This design comes from an exercise in tuning for a short achievable clock period and few clock cycles on the open sky130 flow, not from production work. Only simulation tests tie the RTL to the original design; equivalence was not proved. Power is estimated from default activity; no workload was simulated.

## flow/config.mk

```make
export PLATFORM = sky130hd
export DESIGN_NAME = mips32
export DESIGN_NICKNAME = mips32
export VERILOG_FILES = /design/flow/design.v
export SDC_FILE = /design/flow/constraint.sdc
export NUM_CORES = 4
export LEC_CHECK = 0
export CAP_MARGIN = 20
export CORE_MARGIN = 2
export CORE_UTILIZATION = 40
export SLEW_MARGIN = 20
```

## flow/constraint.sdc

```tcl
create_clock -name core_clock -period 7.0 [get_ports {clk}]
set_input_delay 1.4000 -clock core_clock [delete_from_list [all_inputs] [get_ports {clk}]]
set_output_delay 1.4000 -clock core_clock [all_outputs]
set_load 0.01 [all_outputs]
```

## flow/design.v

```verilog
module mips32 #(parameter WIDTH = 32, REGBITS = 3) (
	input			clk, reset,
	input [WIDTH-1:0] 	memdata,
	output			memread, memwrite,
	output [WIDTH-1:0] 	adr, writedata
);
wire [31:0]	instr;
wire		zero, alusrca, memtoreg, iord, pcen, regwrite, regdst;
wire [1:0]	aluop, pcsource, alusrcb;
wire [3:0]	irwrite;
wire [2:0]	alucont;
controller cont(clk, reset, instr[31:26], zero, memread, memwrite,
			alusrca, memtoreg, iord, pcen, regwrite, regdst,
			pcsource, alusrcb, aluop, irwrite);
alucontrol ac(aluop, instr[5:0], alucont);
datapath #(WIDTH, REGBITS) dp(clk, reset, memdata, alusrca, memtoreg,
			iord, pcen, regwrite, regdst, pcsource, alusrcb,
			irwrite, alucont, zero, instr, adr, writedata);
endmodule
module controller (
	input			clk, reset,
	input [5:0]		op,
	input			zero,
	output reg		memread, memwrite, alusrca, memtoreg, iord,
	output			pcen,
	output reg		regwrite, regdst,
	output reg [1:0]	pcsource, alusrcb, aluop,
	output reg [3:0]	irwrite
);
parameter FETCH1  = 4'b0001;
parameter FETCH2  = 4'b0010;
parameter FETCH3  = 4'b0011;
parameter FETCH4  = 4'b0100;
parameter DECODE  = 4'b0101;
parameter MEMADR  = 4'b0110;
parameter LBRD    = 4'b0111;
parameter LBWR    = 4'b1000;
parameter SBWR    = 4'b1001;
parameter RTYPEEX = 4'b1010;
parameter RTYPEWR = 4'b1011;
parameter BEQEX   = 4'b1100;
parameter JEX     = 4'b1101;
parameter ADDIEX  = 4'b1110;
parameter ADDIWR  = 4'b1111;
parameter LB      = 6'b100000;
parameter SB      = 6'b101000;
parameter LW      = 6'b100011;
parameter SW      = 6'b101011;
parameter RTYPE   = 6'b0;
parameter BEQ     = 6'b000100;
parameter ADDI    = 6'b001000;
parameter J       = 6'b000010;
reg [3:0]	state, nextstate;
reg		pcwrite, pcwritecond;
always @(posedge clk)
	if (reset) state <= FETCH1;
	else state <= nextstate;
always @(*) begin
	case (state)
		FETCH1:	nextstate <= DECODE;
		DECODE:	case (op)
			LB:	nextstate <= MEMADR;
			SB:	nextstate <= MEMADR;
			LW:	nextstate <= MEMADR;
			SW:	nextstate <= MEMADR;
			RTYPE:	nextstate <= RTYPEEX;
			BEQ:	nextstate <= BEQEX;
			ADDI:	nextstate <= ADDIEX;
			J:	nextstate <= JEX;
			default:nextstate <= FETCH1;  
		endcase
		MEMADR: case (op)
			LB:	nextstate <= LBRD;
			SB:	nextstate <= SBWR;
			LW:	nextstate <= LBRD;
			SW:	nextstate <= SBWR;
			default:nextstate <= FETCH1;  
		endcase
		LBRD:	nextstate <= LBWR;
		LBWR:	nextstate <= FETCH1;
		SBWR:	nextstate <= FETCH1;
		RTYPEEX:nextstate <= RTYPEWR;
		RTYPEWR:nextstate <= FETCH1;
		BEQEX:	nextstate <= FETCH1;
		JEX:	nextstate <= FETCH1;
		ADDIEX: nextstate <= ADDIWR;
		ADDIWR:	nextstate <= FETCH1;
		default:nextstate <= FETCH1;  
	endcase
end
always @(*) begin
	irwrite <= 4'b0000;
	pcwrite <= 0; pcwritecond <= 0;
	regwrite <= 0; regdst <= 0;
	memread <= 0; memwrite <= 0;
	alusrca <= 0; alusrcb <= 2'b00; aluop <= 2'b00;
	pcsource <= 2'b00;
	iord <= 0; memtoreg <= 0;
	case (state)
		FETCH1: begin
			memread <= 1;
			irwrite <= 4'b1000;
			alusrcb <= 2'b01;
			pcwrite <= 1;
		end
		FETCH2: begin
			memread <= 1;
			irwrite <= 4'b0100;
			alusrcb <= 2'b01;
			pcwrite <= 1;
		end
		FETCH3: begin
			memread <= 1;
			irwrite <= 4'b0010;
			alusrcb <= 2'b01;
			pcwrite <= 1;
		end
		FETCH4: begin
			memread <= 1;
			irwrite <= 4'b0001;
			alusrcb <= 2'b01;
			pcwrite <= 1;
		end
		DECODE: alusrcb <= 2'b11;
		MEMADR: begin
			alusrca <= 1;
			alusrcb <= 2'b10;
		end
		LBRD: begin
			memread <= 1;
			iord    <= 1;
		end
		LBWR: begin
			regwrite <= 1;
			memtoreg <= 1;
		end
		SBWR: begin
			memwrite <= 1;
			iord     <= 1;
		end
		RTYPEEX: begin
			alusrca <= 1;
			aluop   <= 2'b10;
		end
		RTYPEWR: begin
			regdst   <= 1;
			regwrite <= 1;
		end
		BEQEX: begin
			alusrca     <= 1;
			aluop       <= 2'b01;
			pcwritecond <= 1;
			pcsource    <= 2'b01;
		end
		JEX: begin
			pcwrite  <= 1;
			pcsource <= 2'b10;
		end
		ADDIEX: begin
			alusrca <= 1;
			alusrcb <= 2'b10;
		end
		ADDIWR: begin
			regdst   <= 0;
			regwrite <= 1;
		end
	endcase
end
assign pcen = pcwrite | (pcwritecond & zero);  
endmodule
module alucontrol (
	input [1:0]		aluop,
	input [5:0]		funct,
	output reg [2:0]	alucont
);
always @(*)
	case (aluop)
		2'b00:	alucont <= 3'b010;  
		2'b01:	alucont <= 3'b110;  
		default: case (funct)  
			6'b100000: alucont <= 3'b010;  
			6'b100010: alucont <= 3'b110;  
			6'b100100: alucont <= 3'b000;  
			6'b100101: alucont <= 3'b001;  
			6'b101010: alucont <= 3'b111;  
			default:   alucont <= 3'b101;  
		endcase
	endcase
endmodule
module datapath #(parameter WIDTH = 8, REGBITS = 3) (
	input			clk, reset,
	input [WIDTH-1:0]	memdata,
	input			alusrca, memtoreg, iord, pcen, regwrite, regdst,
	input [1:0]		pcsource, alusrcb,
	input [3:0]		irwrite,
	input [2:0]		alucont,
	output			zero,
	output [31:0]		instr,
	output [WIDTH-1:0]	adr, writedata
);
parameter CONST_ZERO = 32'b0;
parameter CONST_ONE = 32'b1;
parameter CONST_FOUR = 32'b100;
wire [REGBITS-1:0] ra1, ra2, wa;
wire [WIDTH-1:0] pc, nextpc, md, rd1, rd2, wd, a, src1, src2, aluresult,
			aluout, constx4;
assign constx4 = {instr[16-3:0], 2'b00};
assign ra1 = instr[REGBITS+20:21];
assign ra2 = instr[REGBITS+15:16];
mux2 #(REGBITS) regmux(instr[REGBITS+15:16], instr[REGBITS+10:11], regdst, wa);
flopen #(32) ir(clk, irwrite[3], memdata[31:0], instr[31:0]);
flopenr #(WIDTH) pcreg(clk, reset, pcen, nextpc, pc);
flop #(WIDTH) mdr(clk, memdata, md);
flop #(WIDTH) areg(clk, rd1, a);
flop #(WIDTH) wrd(clk, rd2, writedata);
flop #(WIDTH) res(clk, aluresult, aluout);
mux2 #(WIDTH) adrmux(pc, aluout, iord, adr);
mux2 #(WIDTH) src1mux(pc, a, alusrca, src1);
mux4 #(WIDTH) src2mux(writedata, CONST_FOUR, {{16{instr[15]}}, instr[15:0]},
			{{16{constx4[15]}}, constx4[15:0]}, alusrcb, src2);
mux4 #(WIDTH) pcmux(aluresult, aluout, constx4, CONST_ZERO, pcsource, nextpc);
mux2 #(WIDTH) wdmux(aluout, md, memtoreg, wd);
regfile #(WIDTH,REGBITS) rf(clk, regwrite, ra1, ra2, wa, wd, rd1, rd2);
alu #(WIDTH) alunit(src1, src2, alucont, aluresult);
zerodetect #(WIDTH) zd(aluresult, zero);
endmodule
module alu #(parameter WIDTH = 8) (
	input [WIDTH-1:0]	a, b,
	input [2:0]		alucont,
	output reg [WIDTH-1:0]	result
);
wire [WIDTH-1:0]	b2, sum, slt;
assign b2 = alucont[2] ? ~b : b; 
assign sum = a + b2 + alucont[2];
assign slt = sum[WIDTH-1];
always @(*)
	case (alucont[1:0])
		2'b00:	result <= a & b;
		2'b01:	result <= a | b;
		2'b10:	result <= sum;
		2'b11:	result <= slt;
	endcase
endmodule
module regfile #(parameter WIDTH = 8, REGBITS = 3) (
	input			clk,
	input			regwrite,
	input [REGBITS-1:0]	ra1, ra2, wa,
	input [WIDTH-1:0]	wd,
	output [WIDTH-1:0]	rd1, rd2
);
reg [WIDTH-1:0] RAM [(1<<REGBITS)-1:0];
always @(posedge clk)
	if (regwrite) RAM[wa] <= wd;
assign rd1 = ra1 ? RAM[ra1] : 0;
assign rd2 = ra2 ? RAM[ra2] : 0;
endmodule
module zerodetect #(parameter WIDTH = 8) (
	input [WIDTH-1:0]	a,
	output			y
);
assign y = (a == 0);
endmodule
module flop #(parameter WIDTH = 8) (
	input			clk,
	input [WIDTH-1:0]	d,
	output reg [WIDTH-1:0]	q
);
always @(posedge clk)
	q <= d;
endmodule
module flopen #(parameter WIDTH = 8) (
	input			clk, en,
	input [WIDTH-1:0]	d,
	output reg [WIDTH-1:0]	q
);
always @(posedge clk)
	if (en) q <= d;
endmodule
module flopenr #(parameter WIDTH = 8) (
	input			clk, reset, en,
	input [WIDTH-1:0]	d,
	output reg [WIDTH-1:0]	q
);
always @(posedge clk)
	if (reset) q <= 0;
	else if (en) q <= d;
endmodule
module mux2 #(parameter WIDTH = 8) (
	input [WIDTH-1:0]	d0, d1,
	input			s,
	output [WIDTH-1:0]	y
);
assign y = s ? d1 : d0;
endmodule
module mux4 #(parameter WIDTH = 8) (
	input [WIDTH-1:0]	d0, d1, d2, d3,
	input [1:0]		s,
	output reg [WIDTH-1:0] 	y
);
always @(*)
	case (s)
		2'b00:	y <= d0;
		2'b01:	y <= d1;
		2'b10:	y <= d2;
		2'b11:	y <= d3;
	endcase
endmodule
```

## flow/run.sh

```bash
#!/bin/bash
# synth_recipe.tcl (not shown) runs the flow's synth.tcl, then flattens the netlist and writes it again
# the make line also repeats each setting of config.mk as NAME=value (left out here)
make -C /OpenROAD-flow-scripts/flow DESIGN_CONFIG=/design/flow/config.mk WORK_HOME=/design/flow/orfs CLKGATE_MAP_FILE= SYNTH_SCRIPT=/design/flow/synth_recipe.tcl finish
```

==> run summary <==
result of the run=complete, no violations; effective utilization at floorplan=between 40% and 50%; DRC violation total after the first TritonRoute iteration=approximately 2.3k; Worst Hold Class=flop to flop; source of the worst register-to-register timing path=cont.state[0]; via count=roughly 17k; DRC violations left=0; post-synthesis instance total=1,961; share of total power consumed by net switching=a little over two fifths; Post-synth EDFFs=between 200 and 300; cell-internal power=between 6 and 7 mW; insertion delay of the later-clocked pin in the worst-skew pair=0.56 ns; pin count of the biggest net entering global routing=63; headroom to the max-slew limit=24.7%; Fin Hold WS=~0.53 ns; most repeated library cell on the critical path=buf_4; dominant cells by area after synthesis=edfxtp_1 35%, dfxtp_1 15%, mux2_2 7.0%, mux4_2 6.5%, a221oi_1 2.5%; quantity of hold-fixing buffers added after cts=0; Worst R2R Setup Slack=0.62 ns; TritonCTS clock tree=built; worst vdd ir=0.259 mV; slowest stage cell, crit path=o32ai_1; Total Negative Setup Slacks=0 ns; yosys warns=8; FF-to-FF path depth=19; worst setup path startpoint=cont.state[0]; hpwl dp=52,000 um; critical register-to-register path endpoint=dp.pcreg.q[19]; number of flip-flops and latches in the synthesized netlist=424; fillers=around 5.0k; final-report setup violation count=0; gp weighted congestion=0.925; worst-margin pin slew=1.13 ns; Fmax=157 MHz; Total Nets Final=approximately 2.1k; Sequential Power Share=approximately a third; cell chain of the critical path=buf_4, and4bb_1, a22oi_1, o21ai_0, o21a_1, xor2_1, ha_1, nor2b_1, o2111ai_1, a32oi_1, a211o_1, a31o_2, o32ai_1, or3_1, nor4_1, nand4_1, buf_4, mux2i_1, o211ai_1; CP max FO=28; die width=about 240 um; Post-CTS Repair Setup Buffers=0; TritonCTS Buffers=43; element type at the critical path start=flop; maximum count of clock buffers along a single path=3; number of port buffers=99; Congestion Overflow GR=0; Combinational Power Share=47.9%; Syn-to-layout area delta=14.5%; leakage power of the design=9.39 nW; crit path time final=6.38 ns; net switching power=4.99 mW; # Max-Cap Violations=0; first-pass GRT wire length=109,000 um; post-synthesis average cell area=around 11 um2; final hold vios=0; Synth async-reset ratio=0%; Worst Clk Skew=about 0.023 ns; summed instance area of the synthesized netlist=0.0223 mm2; Mapped Nets=2,027; cell taking the most area after synthesis=edfxtp_1; setup repair after global routing missed its margin=no; destination of the critical timing path=dp.pcreg.q[19]; Multi-input gate area=0.0105 mm2; H-tree lvl count=2; slowest stage delay, CP=0.81 ns; arrival time at the worst endpoint=6.77 ns; Die Span Y=240 um; predominant post-synthesis flop cell=edfxtp_1; CTS clk-pin slew, worst paths=0.06 ns; crit share post-route=91.1%; antenna violations before repair=4; router iterations before antenna repair=7; storage element area=0.0111 mm2; layout cells sized above 1=~18%; via count of the first global-routing pass=16.4k; power density normalized to cell area=463 mW/mm2; DRT Wirelength=74,700 um; cell at the root of the clock tree=clkbuf_16; Routed Antenna Nets=0; crit path capture type=flop; GRT Resource Usage Total=25.6%; via density per instance=6.20; area inside the core boundary=0.0551 mm2; post-cts repair resize count=0; part of the Yosys area used for sequential elements=49.7%; Synth top area share=35.0%; required time at the worst-slack endpoint=approximately 7.4 ns; share of total power in the clock network=about a fifth; number of antenna cells inserted=0; floorplan die area=0.0577 mm2; share of the core filled with cells=46.4%; type of the worst setup path=flop to flop; Wirelength per Cell=26.8 um; # IOs=100; CTS sink cnt=~420; number of max-slew violations in the final report=0; Distinct cells, synth=90; cell row count=86
[cell families after synthesis]
kind of cell               after synthesis  synth area share, %
buffers and inverters                  213                 3.77
muxes                                  244                 15.3
adders and majority gates               47                 2.51
DFF                                    424                 49.7
xor gates and xnor gates                37                 1.51
AOI/OAI and AO/OA                      489                 15.5
and+or+nand+nor                        507                 11.7
[layout by cell type, fill, tap and decap left out, types with 21 or more instances in the layout]
| cell | Yosys | layout |
|---|---|---|
| a211o_1 | 25 | 25 |
| a21o_1 | 21 | 21 |
| a21oi_1 | 102 | 102 |
| a221oi_1 | 63 | 63 |
| a22oi_1 | 26 | 26 |
| buf_4 | 2 | 50 |
| clkbuf_16 | 0 | 43 |
| clkdlybuf4s50_1 | 0 | 98 |
| dfxtp_1 | 164 | 163 |
| edfxtp_1 | 260 | 260 |
| ha_1 | 31 | 31 |
| inv_1 | 64 | 64 |
| mux2_2 | 138 | 138 |
| mux2i_1 | 42 | 42 |
| mux4_2 | 64 | 64 |
| nand2_1 | 118 | 118 |
| nand3_1 | 38 | 38 |
| nor2_1 | 126 | 117 |
| nor3_1 | 29 | 27 |
| nor3b_1 | 35 | 35 |
| o21ai_0 | 87 | 87 |
| xnor2_1 | 22 | 22 |
[flip-flops by register name, indices dropped and copies added (netlist names)]
signal and count:
dp.res.q 32, dp.wrd.q 32, dp.areg.q 32, dp.ir.q 28, dp.rf.RAM 232, dp.mdr.q 32
dp.pcreg.q 32, cont.state 4
[how the worst min path moves through the flow]
stage                      from            end  slack [ns]  cells past startpoint
2_1_floorplan  dp.rf.RAM[2][29]  dp.areg.q[29]        0.49                      2
3_3_place_gp   dp.rf.RAM[2][18]  dp.areg.q[18]        0.51                      2
3_5_place_dp   dp.rf.RAM[2][28]  dp.areg.q[28]        0.52                      2
4_1_cts        dp.rf.RAM[2][28]  dp.areg.q[28]        0.54                      2
5_1_grt        dp.rf.RAM[2][28]  dp.areg.q[28]        0.57                      2
6_report       dp.rf.RAM[2][28]  dp.areg.q[28]        0.53                      2
[area by class of cell]
| type | count | area share [%] |
|---|---|---|
| Tap cell | 748 | 3.66 |
| Inverter | 64 | 0.940 |
| Sequential cell | 424 | 43.4 |
| Clock inverter | 19 | 0.818 |
| Multi-Input combinational cell | 1324 | 41.1 |
| Clock buffer | 61 | 4.67 |
| Timing Repair Buffer | 150 | 5.41 |
[power by group through the flow]
stage | combinational, mW | clock, mW | sequential [mW]
after floorplan | 3.68 | 0 | 3.59
after global placement | 5.51 | 0 | 3.90
after detailed placement | 5.55 | 0 | 3.90
after CTS | 5.58 | 2.32 | 3.85
after global routing | 6.07 | 2.40 | 3.89
final | 5.66 | 2.29 | 3.87
[critical path: cells and delay by family, from the launching register on]
| family | cells | cell delay, ns |
|---|---|---|
| flip-flops | 1 | 0.50 |
| buffers and inverters | 2 | 0.71 |
| XOR/XNOR | 1 | 0.23 |
| AO/OA/AOI/OAI | 9 | 3.07 |
| adder cells (fa/ha/maj) | 1 | 0.29 |
| AND/OR/NAND/NOR | 5 | 1.15 |
| multiplexers | 1 | 0.24 |
[stage by stage]
step                      power [mW]  instances  cell area [um2]  worst slack (ns)
final                           11.8       2790            25600             0.623
after global routing            12.4       2790            25600             0.354
after CTS                       11.7       2790            25600             0.787
after detailed placement        9.45       2710            24100             0.826
after global placement          9.41       2710            24100             0.889
after floorplan                 7.27       1961            22300              1.81
[synth_stat cells, types with 20 or more instances]
library cell / count
mux4_2: 64
dfxtp_1: 164
buf_1: 23
a22oi_1: 26
xnor2_1: 22
nand3_1: 38
edfxtp_1: 260
ha_1: 31
mux2_2: 138
inv_1: 64
a21oi_1: 102
nor4_1: 20
buf_2: 22
o21ai_0: 87
nor2_1: 126
clkbuf_1: 101
nand2_1: 118
a21o_1: 21
a211o_1: 25
nor3b_1: 35
mux2i_1: 42
nor3_1: 29
a221oi_1: 63
[layer usage]
metal | global-route usage (%) | routed length, um | share of wire, % | vias up
met1 | 36.2 | 32100 | 43 | 8662
met5 | 0 | 0 | 0 | -
met2 | 41.1 | 34800 | 47 | 823
li1 | - | - | - | 7684
met4 | 7.87 | 2240 | 3.0 | 0
met3 | 2.88 | 5570 | 7.5 | 122
Testbench counts, summed over its fixed seeds: cycles 120,692.

==> separate check: timing with driven ports <==
The results above use ideal ports. As a check the final layout listed here was re-extracted and re-timed, cells and wires unchanged.
Step 1 sets driving cells, clkbuf_16 on the clock port and buf_2 on the other inputs (assumed; they add their load-dependent delay and slew).
Step 2, shift: input delay + t, output delay - t, t = (earliest + latest rising clock arrival at the registers) / 2. This alone moves slack from input paths to output paths.
Slacks: no drivers / after step 1 / after step 2; pairs: no drivers / after step 1.
t, ns: 0.607
setup slack, ns: 0.623 / 0.623 / 0.623
worst hold slack (ns): 0.531 / 0.531 / 0.531
worst setup path at the end: register to register
slew at the worst register clock pin (ns): 0.08 / 0.08
After both steps this run still meets setup and hold. For this run, drivers alone change the setup slack by 0.000 ns; drivers and shift together by 0.000 ns.
